From an optimization exercise on the open Yosys and OpenROAD flow, aimed at small area and a short achievable clock period; shortcuts taken in it are not production practice.
Where RTL was checked, it was by simulation tests only, not by an equivalence proof against the original.
Power and IR drop assume default switching activity.

Setup of v6:
==> flow/design.v <==
module rz_ao222n (
	input a0, b0, a1, b1, a2, b2,
	output y
);
assign y = ~((a0 & b0) | (a1 & b1) | (a2 & b2));
endmodule
module rz_read (
	input  [359:0] kd,       
	input  [23:0]  lb,       
	input  [11:0]  r,        
	input          rst_qn,   
	output [11:0]  rd
);
wire [35:0] sel;
genvar s;
generate
for (s = 0; s < 36; s = s + 1) begin : dec
	assign sel[s] = r[6 + s/6] & r[s%6];
end
endgenerate
genvar b, g;
generate
for (b = 0; b < 12; b = b + 1) begin : bt
	if ((b % 6) == 1) begin : lastbit
		localparam integer OFF = (b / 6);       
		localparam integer I0 = (OFF == 0) ? 1 : 2;
		wire [3:0] y;
		for (g = 0; g < 4; g = g + 1) begin : grp
			rz_ao222n u (
				.a0(sel[I0 + 9*g]),     .b0(lb[(2*(I0 + 9*g)     + OFF) / 3]),
				.a1(sel[I0 + 9*g + 3]), .b1(lb[(2*(I0 + 9*g + 3) + OFF) / 3]),
				.a2(sel[I0 + 9*g + 6]), .b2(lb[(2*(I0 + 9*g + 6) + OFF) / 3]),
				.y(y[g]));
		end
		assign rd[b] = ~&y & rst_qn;
	end else begin : kdbit
		localparam integer OFF = (b / 6);
		localparam integer F = b % 6;
		localparam integer KB = (F == 0) ? 0 : F - 1;    
		wire [11:0] y;
		for (g = 0; g < 12; g = g + 1) begin : grp
			rz_ao222n u (
				.a0(sel[3*g]),   .b0(kd[5*(2*(3*g)   + OFF) + KB]),
				.a1(sel[3*g+1]), .b1(kd[5*(2*(3*g+1) + OFF) + KB]),
				.a2(sel[3*g+2]), .b2(kd[5*(2*(3*g+2) + OFF) + KB]),
				.y(y[g]));
		end
		assign rd[b] = ~&y & rst_qn;
	end
end
endgenerate
endmodule
module rz_wen (
	input  [4:0]  w,
	input         wr,
	input         rst_q,
	output [23:0] en
);
genvar gs;
generate
for (gs = 0; gs < 24; gs = gs + 1) begin : slot
	assign en[gs] = rst_q | (wr & (w == gs));
end
endgenerate
endmodule
module rz_next (
	input  [4:0]  w,
	input  [11:0] r,        
	input  [6:0]  q,
	input         ov, uf, pu, rep, sev,
	input  [11:0] me,
	input  [1:0]  mk,
	input  [11:0] rd,
	output [4:0]  w_0, w_1,
	output [11:0] r_0, r_1,
	output [6:0]  q_0, q_1,
	output        ov_0, ov_1, uf_0, uf_1, pu_0, pu_1, rep_0, rep_1,
	output [1:0]  mk_0, mk_1,
	output        mv_0, mv_1, ml_0, ml_1
);
wire p1  = q[6] & q[2];            
wire p2  = (q[6:1] == 6'd0);       
wire p0  = (q == 7'd0);
wire w23 = (w == 5'd23);
wire r35 = r[11] & r[5];
wire wz  = (w == 5'd0);
wire a   = sev & ~ov;
wire wrapw = w23 & a;
wire [4:0] winc = w23 ? 5'd0 : w + 5'd1;
wire [11:0] rinc = {r[5] ? {r[10:6], r[11]} : r[11:6], r[4:0], r[5]};
wire [6:0] q_p3 = (q >= 7'd69) ? q - 7'd69 : q + 7'd3;
wire [6:0] q_m2 = (q <= 7'd1)  ? q + 7'd70 : q - 7'd2;
wire [6:0] q_p1 = (q == 7'd71) ? 7'd0 : q + 7'd1;
reg [4:0] w_n [0:1];
reg [11:0] r_n [0:1];
reg [6:0] q_n [0:1];
reg ov_n [0:1];
reg uf_n [0:1];
reg c1, c2, mer, ovx, ufx, wi, ri;
integer k;
always @* begin
	for (k = 0; k < 2; k = k + 1) begin
		mer = k;
		c1 = p1 & ~(wrapw ^ (r35 & mer & ~uf));
		c2 = p2 & ~wz & ~wrapw;
		ovx = ov; ufx = uf;
		if (a) begin
			ufx = 1'b0;
			if (c1) ovx = 1'b1;
		end
		if (mer && !ufx) begin
			if (!c1) ovx = 1'b0;
			if (c2) ufx = 1'b1;
		end
		wi = sev & ~ovx;
		ri = mer & ~p0;
		w_n[k] = ufx ? 5'd0 : wi ? winc : w;
		r_n[k] = ufx ? 12'b000001_000001 : ri ? rinc : r;
		q_n[k] = ufx ? 7'd0 : (wi & ri) ? q_p1 : wi ? q_p3 : ri ? q_m2 : q;
		ov_n[k] = ufx ? 1'b0 : ovx;
		uf_n[k] = ufx;
	end
end
function [1:0] keep_res(input [11:0] e, input rp, input [1:0] pk);
	reg [1:0] la, ke;
	begin
		la = {e[7], e[1]};
		ke = {e[6], e[0]};
		if (la != 0)
			keep_res = rp ? ~pk : (((la - 2'd1) | la) & ke);
		else
			keep_res = ke;
	end
endfunction
wire u0 = uf | uf_n[0];
wire u1 = uf | uf_n[1];
wire [1:0] kr0 = keep_res(me, rep, mk);
wire [1:0] kr1 = keep_res(rd, 1'b0, mk);
assign w_0   = w_n[0];
assign r_0   = r_n[0];
assign q_0   = q_n[0];
assign ov_0  = ov_n[0];
assign uf_0  = uf_n[0];
assign pu_0  = u0;
assign rep_0 = ~rep & me[1] & ~me[7] & ~u0;
assign mk_0  = kr0;
assign mv_0  = ~(u0 & pu) & (kr0 != 2'd0);
assign ml_0  = ~rep & (me[1] | me[7]);
assign w_1   = w_n[1];
assign r_1   = r_n[1];
assign q_1   = q_n[1];
assign ov_1  = ov_n[1];
assign uf_1  = uf_n[1];
assign pu_1  = u1;
assign rep_1 = rd[1] & ~rd[7] & ~u1;
assign mk_1  = kr1;
assign mv_1  = ~(u1 & pu) & (kr1 != 2'd0);
assign ml_1  = rd[1] | rd[7];
endmodule
module resizer (
	input clk,
	input rst,
	input s_valid_i,
	input s_last_i,
	input [2:0] s_keep_i,
	input [11:0] s_data_i,
	output wire s_ready_o,
	output m_valid_o,
	input m_ready_i,
	output m_last_o,
	output [1:0] m_keep_o,
	output [7:0] m_data_o
);
reg        sev;         
reg [15:0] se;          
always @(posedge clk) begin
	if (rst) begin
		sev <= 1'b0;
		se  <= 16'd0;
	end else begin
		sev <= s_valid_i;
		se  <= {s_last_i, s_data_i[11:8], s_keep_i[2], s_data_i[7:4], s_keep_i[1], s_data_i[3:0], s_keep_i[0]};
	end
end
reg rst_q, rst_qn;
always @(posedge clk) begin
	rst_q  <= rst;
	rst_qn <= ~rst;
end
reg [4:0] w;        
reg [11:0] r;       
reg [6:0] q;        
reg nov;            
reg uf;             
reg pu;             
reg rep;            
reg [11:0] me;      
reg [1:0]  mk;      
reg        mv, ml;
reg [359:0] kd;     
reg [23:0]  lb;     
wire [23:0] en;
rz_wen u_wen (.w(w), .wr(sev & nov), .rst_q(rst_q), .en(en));
genvar gs;
generate
for (gs = 0; gs < 24; gs = gs + 1) begin : slot
	always @(posedge clk) begin
		if (en[gs]) begin
			kd[15*gs +: 15] <= se[14:0];
			lb[gs]          <= se[15];
		end
	end
end
endgenerate
wire [11:0] rd;
rz_read u_read (.kd(kd), .lb(lb), .r(r), .rst_qn(rst_qn), .rd(rd));
wire [4:0] w_0, w_1;
wire [11:0] r_0, r_1;
wire [6:0] q_0, q_1;
wire ov_0, ov_1, uf_0, uf_1, pu_0, pu_1, rep_0, rep_1, mv_0, mv_1, ml_0, ml_1;
wire [1:0] mk_0, mk_1;
rz_next u_next (
	.w(w), .r(r), .q(q), .ov(~nov), .uf(uf), .pu(pu), .rep(rep), .sev(sev),
	.me(me), .mk(mk), .rd(rd),
	.w_0(w_0), .w_1(w_1), .r_0(r_0), .r_1(r_1), .q_0(q_0), .q_1(q_1),
	.ov_0(ov_0), .ov_1(ov_1), .uf_0(uf_0), .uf_1(uf_1), .pu_0(pu_0), .pu_1(pu_1),
	.rep_0(rep_0), .rep_1(rep_1), .mk_0(mk_0), .mk_1(mk_1),
	.mv_0(mv_0), .mv_1(mv_1), .ml_0(ml_0), .ml_1(ml_1));
wire mr = m_ready_i & ~rep;
always @(posedge clk) begin
	if (rst) begin
		w <= 0; r <= 12'b000001_000001; q <= 0; nov <= 1; uf <= 1; pu <= 1; rep <= 0;
		mk <= 0; mv <= 0; ml <= 0;
	end else begin
		w   <= mr ? w_1   : w_0;
		r   <= mr ? r_1   : r_0;
		q   <= mr ? q_1   : q_0;
		nov <= mr ? ~ov_1 : ~ov_0;
		uf  <= mr ? uf_1  : uf_0;
		pu  <= mr ? pu_1  : pu_0;
		rep <= mr ? rep_1 : rep_0;
		mk  <= mr ? mk_1  : mk_0;
		mv  <= mr ? mv_1  : mv_0;
		ml  <= mr ? ml_1  : ml_0;
	end
end
wire        me_en = mr | rst;
wire [11:0] me_d  = rd & {12{~rst}};
always @(posedge clk)
	if (me_en)
		me <= me_d;
assign s_ready_o = nov;
assign m_valid_o = mv;
assign m_last_o  = ml;
assign m_keep_o  = mk;
assign m_data_o  = {me[11:8], me[5:2]};
endmodule
export LEC_CHECK = 0
export CAP_MARGIN = 20
export CORE_MARGIN = 2
export CORE_UTILIZATION = 40
export SETUP_SLACK_MARGIN = 3.6
export SLEW_MARGIN = 20
export SYNTH_HIERARCHICAL = 1
create_clock -name core_clock -period 6.0 [get_ports {clk}]
run.sh (not shown) runs the stock make flow with config.mk's settings and CLKGATE_MAP_FILE= SYNTH_SCRIPT=/design/flow/synth_recipe.tcl, a recipe that flattens the netlist after the stock synthesis.
v6 went all the way through synthesis, placement and routing and the layout is clean on timing, DRC and antenna.
The following lists how v7 was set up differently from v6:
Settings: SETUP_SLACK_MARGIN changed from 3.6 to 4.0.
Notes after the runs:
v6 → v7: final cell count picked up an extra 67, setup slack of the critical path after layout lost 0.040 ns, share of the clock period used by the worst path picked up an extra 0.66 points, worst hold-check slack neither gained nor lost much.
No run of this note included a check of the RTL's function; only the layout flow was run.

* * *

Another version of the RTL of resizer (not shown whole).
For scale: ~450 flip-flops, ~33 I/O pins.
==> flow/config.mk <==
export PLATFORM = sky130hd
export DESIGN_NAME = resizer
export DESIGN_NICKNAME = resizer
export VERILOG_FILES = /design/flow/design.v
export SDC_FILE = /design/flow/constraint.sdc
export NUM_CORES = 4
export LEC_CHECK = 0
export CAP_MARGIN = 20
export CORE_MARGIN = 2
export CORE_UTILIZATION = 40
export SETUP_SLACK_MARGIN = 3.7
export SLEW_MARGIN = 20
export SYNTH_HIERARCHICAL = 1
==> flow/constraint.sdc <==
create_clock -name core_clock -period 6.0 [get_ports {clk}]
set_input_delay 1.2000 -clock core_clock [delete_from_list [all_inputs] [get_ports {clk}]]
set_output_delay 1.2000 -clock core_clock [all_outputs]
set_load 0.01 [all_outputs]
standard.sh (not shown) runs the stock make flow with config.mk's settings and CLKGATE_MAP_FILE= SYNTH_SCRIPT=/design/flow/synth_recipe.tcl, a recipe that flattens the netlist after the stock synthesis.
==> flow/flow/run.sh <==
#!/bin/bash
# Standard ORFS layout (the standard.sh, unchanged synthesis), with two
# placement/CTS choices: plain buf_4 cells as the port buffers, and clock tree
# synthesis without dummy loads.  Each tool's output goes to its own log here.
set -uo pipefail
export BUFFER_PORTS_ARGS="-buffer_cell sky130_fd_sc_hd__buf_4"
export CTS_ARGS="-sink_clustering_enable -repair_clock_nets -dont_use_dummy_load"
bash standard.sh synth > flow_synth.log 2>&1
bash standard.sh floorplan > flow_floorplan.log 2>&1
bash standard.sh place > flow_place.log 2>&1
bash standard.sh cts > flow_cts.log 2>&1
bash standard.sh route > flow_route.log 2>&1
bash standard.sh finish > flow_finish.log 2>&1
The baseline finished clean.
Change:
--- a/flow/flow/run.sh
+++ b/flow/flow/run.sh
@@ -7 +7 @@
-export CTS_ARGS="-sink_clustering_enable -repair_clock_nets -dont_use_dummy_load"
+export CTS_ARGS="-sink_clustering_enable -repair_clock_nets -dont_use_dummy_load -root_buf sky130_fd_sc_hd__clkbuf_16 -buf_list sky130_fd_sc_hd__clkbuf_16 -sink_clustering_buffer sky130_fd_sc_hd__clkbuf_16 -sink_clustering_size 24 -sink_clustering_max_diameter 100"
After rerunning: Area after synthesis stays the same. Cell count goes down by 2.4%. Clock power goes down by 34%. Worst hold slack improved by 0.0050 ns. Fmax goes down by 1.5%. Setup slack got worse by 0.036 ns. Clock skew stays flat. Clock-buffer cell count goes down by 24. Global-route usage goes down by 0.64 points.
Change:
--- a/flow/flow/run.sh
+++ b/flow/flow/run.sh
@@ -7 +7 @@
-export CTS_ARGS="-sink_clustering_enable -repair_clock_nets -dont_use_dummy_load -root_buf sky130_fd_sc_hd__clkbuf_16 -buf_list sky130_fd_sc_hd__clkbuf_16 -sink_clustering_buffer sky130_fd_sc_hd__clkbuf_16 -sink_clustering_size 24 -sink_clustering_max_diameter 100"
+export CTS_ARGS="-sink_clustering_enable -repair_clock_nets -dont_use_dummy_load -root_buf sky130_fd_sc_hd__clkbuf_16 -buf_list sky130_fd_sc_hd__clkbuf_8 -sink_clustering_buffer sky130_fd_sc_hd__clkbuf_8 -sink_clustering_size 16 -sink_clustering_max_diameter 70"
Result:
- The new run finished with timing, DRC and antenna clean
- design area is about the same
- worst hold slack is about the same
- total power went down slightly
- clock power went down by a few percent
- routed wire length went up slightly
- fmax went up slightly
- cell count went up slightly
Function was not checked in any run of this note: the RTL went through the layout flow alone.

* * *

Another version of the RTL of resizer (not shown whole).
For scale: about 450 flip-flops, ~18000 µm² of cells after synthesis.
Settings: LEC_CHECK=0, CAP_MARGIN=20, CORE_MARGIN=2, CORE_UTILIZATION=60, PLACE_DENSITY=0.7, SETUP_SLACK_MARGIN=3.85, SLEW_MARGIN=20, SYNTH_HIERARCHICAL=1; clock period 6.0 ns.
==> flow/flow/run.sh <==
#!/bin/bash
# Standard ORFS layout (the standard.sh, unchanged synthesis), with two
# placement/CTS choices: plain buf_4 cells as the port buffers, and clock tree
# synthesis without dummy loads.  Each tool's output goes to its own log here.
set -uo pipefail
export BUFFER_PORTS_ARGS="-buffer_cell sky130_fd_sc_hd__buf_4"
export CTS_ARGS="-sink_clustering_enable -repair_clock_nets -dont_use_dummy_load -root_buf sky130_fd_sc_hd__clkbuf_16 -buf_list sky130_fd_sc_hd__clkbuf_8 -sink_clustering_buffer sky130_fd_sc_hd__clkbuf_8 -sink_clustering_size 16 -sink_clustering_max_diameter 70"
bash standard.sh synth > flow_synth.log 2>&1
bash standard.sh floorplan > flow_floorplan.log 2>&1
bash standard.sh place > flow_place.log 2>&1
bash standard.sh cts > flow_cts.log 2>&1
bash standard.sh route > flow_route.log 2>&1
bash standard.sh finish > flow_finish.log 2>&1
Then changed:
- CORE_UTILIZATION: 60 -> 70
- PLACE_DENSITY: 0.7 -> unset
- SETUP_SLACK_MARGIN: 3.85 -> 3.75
Outcome: Setup slack gains 52 ps; routed wire length went down by 5.3%; first-iteration DRC count is higher by about 20%; power came out lower by 0.94%; count of clock-buffer cells in the layout shrinks by 1; utilization came out higher by 8.6 points.
Then changed:
- CORE_UTILIZATION: 70 -> 50
- SETUP_SLACK_MARGIN: 3.75 -> 3.8
After rerunning: Non-clock buffer count grows by 10; routed wire length grows by a few percent; cell area grows by a few percent; combinational power grows by about a fifth; setup slack loses 45 ps; die area grows by well over a third.
Then changed:
--- a/flow/flow/run.sh
+++ b/flow/flow/run.sh
@@ -7 +7 @@
-export CTS_ARGS="-sink_clustering_enable -repair_clock_nets -dont_use_dummy_load -root_buf sky130_fd_sc_hd__clkbuf_16 -buf_list sky130_fd_sc_hd__clkbuf_8 -sink_clustering_buffer sky130_fd_sc_hd__clkbuf_8 -sink_clustering_size 16 -sink_clustering_max_diameter 70"
+export CTS_ARGS="-sink_clustering_enable -repair_clock_nets -dont_use_dummy_load -root_buf sky130_fd_sc_hd__clkbuf_16 -buf_list {sky130_fd_sc_hd__clkbuf_16 sky130_fd_sc_hd__clkbuf_8} -sink_clustering_buffer sky130_fd_sc_hd__clkbuf_8 -sink_clustering_size 16 -sink_clustering_max_diameter 70"
- CORE_UTILIZATION: 50 -> 60
Hold slack gets better by 5.1 ps.
Sequential power stays flat.
Via count came out higher by 0.92%.
Area after synthesis is unchanged.
Global-route usage came out higher by 4.1 points.
Power came out lower by 0.87%.
Core utilization came out higher by 10 points.
Routed wire length came out lower by 3.2%.
Fmax came out higher by 1.6%.
Worst setup slack gets better by 35 ps.
Clock power hardly moves.

* * *

Starting RTL as in the previous note.
==> flow/design.v (excerpt) <==
module resizer (
	input clk,
	input rst,
	input s_valid_i,
	input s_last_i,
	input [2:0] s_keep_i,
	input [11:0] s_data_i,
	output wire s_ready_o,
	output m_valid_o,
	input m_ready_i,
	output m_last_o,
	output [1:0] m_keep_o,
	output [7:0] m_data_o
);
clock: 6.0 ns
lec_check: 0
cap_margin: 20
core_margin: 2
core_utilization: 60
setup_slack_margin: 3.8
slew_margin: 20
synth_hierarchical: 1
==> flow/flow/run.sh <==
#!/bin/bash
# Standard ORFS layout (the standard.sh, unchanged synthesis), with two
# placement/CTS choices: plain buf_4 cells as the port buffers, and clock tree
# synthesis without dummy loads.  Each tool's output goes to its own log here.
set -uo pipefail
export BUFFER_PORTS_ARGS="-buffer_cell sky130_fd_sc_hd__buf_4"
export CTS_ARGS="-sink_clustering_enable -repair_clock_nets -dont_use_dummy_load -root_buf sky130_fd_sc_hd__clkbuf_16 -buf_list sky130_fd_sc_hd__clkbuf_8 -sink_clustering_buffer sky130_fd_sc_hd__clkbuf_8 -sink_clustering_size 16 -sink_clustering_max_diameter 70"
bash standard.sh synth > flow_synth.log 2>&1
bash standard.sh floorplan > flow_floorplan.log 2>&1
bash standard.sh place > flow_place.log 2>&1
bash standard.sh cts > flow_cts.log 2>&1
bash standard.sh route > flow_route.log 2>&1
bash standard.sh finish > flow_finish.log 2>&1
The baseline completed without violations.
Then changed:
--- a/flow/flow/run.sh
+++ b/flow/flow/run.sh
@@ -6,3 +6,3 @@
 export BUFFER_PORTS_ARGS="-buffer_cell sky130_fd_sc_hd__buf_4"
-export CTS_ARGS="-sink_clustering_enable -repair_clock_nets -dont_use_dummy_load -root_buf sky130_fd_sc_hd__clkbuf_16 -buf_list sky130_fd_sc_hd__clkbuf_8 -sink_clustering_buffer sky130_fd_sc_hd__clkbuf_8 -sink_clustering_size 16 -sink_clustering_max_diameter 70"
+export CTS_ARGS="-sink_clustering_enable -repair_clock_nets -dont_use_dummy_load -root_buf sky130_fd_sc_hd__clkbuf_16 -buf_list sky130_fd_sc_hd__clkbuf_8 -sink_clustering_buffer sky130_fd_sc_hd__clkbuf_8 -sink_clustering_size 16 -sink_clustering_max_diameter 70 -branching_point_buffers_distance 400 -distance_between_buffers 400"
 bash standard.sh synth > flow_synth.log 2>&1
The changed run finished with timing, DRC and antenna clean.
Sequential power is about the same.
Cell count does not change.
Synthesized area does not change.
Count of clock-buffer cells in the layout does not change.
Worst hold slack does not change.
Core utilization does not change.
Critical path depth stays the same.
Setup slack does not change.
Sequential share of layout area is unchanged.
Clock skew stays the same.
Final area stays the same.
Then changed:
--- a/flow/flow/run.sh
+++ b/flow/flow/run.sh
@@ -6,3 +6,3 @@
 export BUFFER_PORTS_ARGS="-buffer_cell sky130_fd_sc_hd__buf_4"
-export CTS_ARGS="-sink_clustering_enable -repair_clock_nets -dont_use_dummy_load -root_buf sky130_fd_sc_hd__clkbuf_16 -buf_list sky130_fd_sc_hd__clkbuf_8 -sink_clustering_buffer sky130_fd_sc_hd__clkbuf_8 -sink_clustering_size 16 -sink_clustering_max_diameter 70 -branching_point_buffers_distance 400 -distance_between_buffers 400"
+export CTS_ARGS="-sink_clustering_enable -repair_clock_nets -dont_use_dummy_load -root_buf sky130_fd_sc_hd__clkbuf_16 -buf_list sky130_fd_sc_hd__clkbuf_8 -sink_clustering_buffer sky130_fd_sc_hd__clkbuf_8 -sink_clustering_size 16 -sink_clustering_max_diameter 70"
 bash standard.sh synth > flow_synth.log 2>&1
CORE_UTILIZATION = 70   (was 60)
SETUP_SLACK_MARGIN = 3.85   (was 3.8)
Clock power stays flat.
Die area drops by about 14%.
Maximum frequency grows by 1.6%.
Routed wire length shrinks by 2.7%.
Via count rose by 0.69%.
Register-to-register slack improves by 30 ps.
Global-route usage went up by 3.6 points.
Then changed:
SETUP_SLACK_MARGIN = 3.8   (was 3.85)
Core utilization goes down by 0.60 points.
Final cell count is about the same.
Combinational power goes down by about 3%.

[separate check: timing with driven ports]
The flow's constraints put no driver on any port. The routed layouts listed below were extracted and timed again, unchanged, in two steps.
Step 1 sets driving cells, clkbuf_16 on the clock port and buf_2 on the other inputs (assumed; they add their load-dependent delay and slew).
Step 2 also shifts input and output timing later by t, the mid clock arrival at the registers, as if the neighbouring blocks saw the same clock.
Slacks: no drivers / after step 1 / after step 2; pairs: no drivers / after step 1.
| run | t (ns) | slack for setup (ns) | worst register clock-pin slew, ns | worst slew at a driven data input, ns |
|---|---|---|---|---|
| v6 | 0.615 | 3.560 / 3.559 / 3.130 | 0.07 / 0.07 | 0.04 |
| v7 | 0.625 | 3.520 / 3.517 / 3.404 | 0.06 / 0.06 | 0.04 |
| the first run of note 2 | 0.608 | 3.638 / 3.629 / 3.293 | 0.06 / 0.06 | 0.04 |
| the second run of note 2 | 0.595 | 3.601 / 3.601 / 3.314 | 0.10 / 0.10 | 0.04 |
| the third run of note 2 | 0.568 | 3.619 / 3.619 / 3.319 | 0.10 / 0.10 | 0.04 |
| the first run of note 3 | 0.534 | 3.717 / 3.717 / 3.418 | 0.10 / 0.10 | 0.04 |
| the second run of note 3 | 0.544 | 3.769 / 3.769 / 3.518 | 0.11 / 0.11 | 0.04 |
| the third run of note 3 | 0.554 | 3.724 / 3.666 / 3.515 | 0.10 / 0.10 | 0.04 |
| the fourth run of note 3 | 0.542 | 3.759 / 3.759 / 3.462 | 0.10 / 0.10 | 0.05 |
| the first run of note 4 | 0.542 | 3.759 / 3.759 / 3.462 | 0.10 / 0.10 | 0.05 |
| the second run of note 4 | 0.542 | 3.759 / 3.759 / 3.462 | 0.10 / 0.10 | 0.05 |
| the third run of note 4 | 0.541 | 3.794 / 3.794 / 3.529 | 0.11 / 0.11 | 0.04 |
| the fourth run of note 4 | 0.543 | 3.783 / 3.783 / 3.526 | 0.11 / 0.11 | 0.04 |
After both steps setup and hold are still met in every run listed. For v6, which loses most, drivers alone change the setup slack by -0.001 ns; drivers and shift together by -0.430 ns.
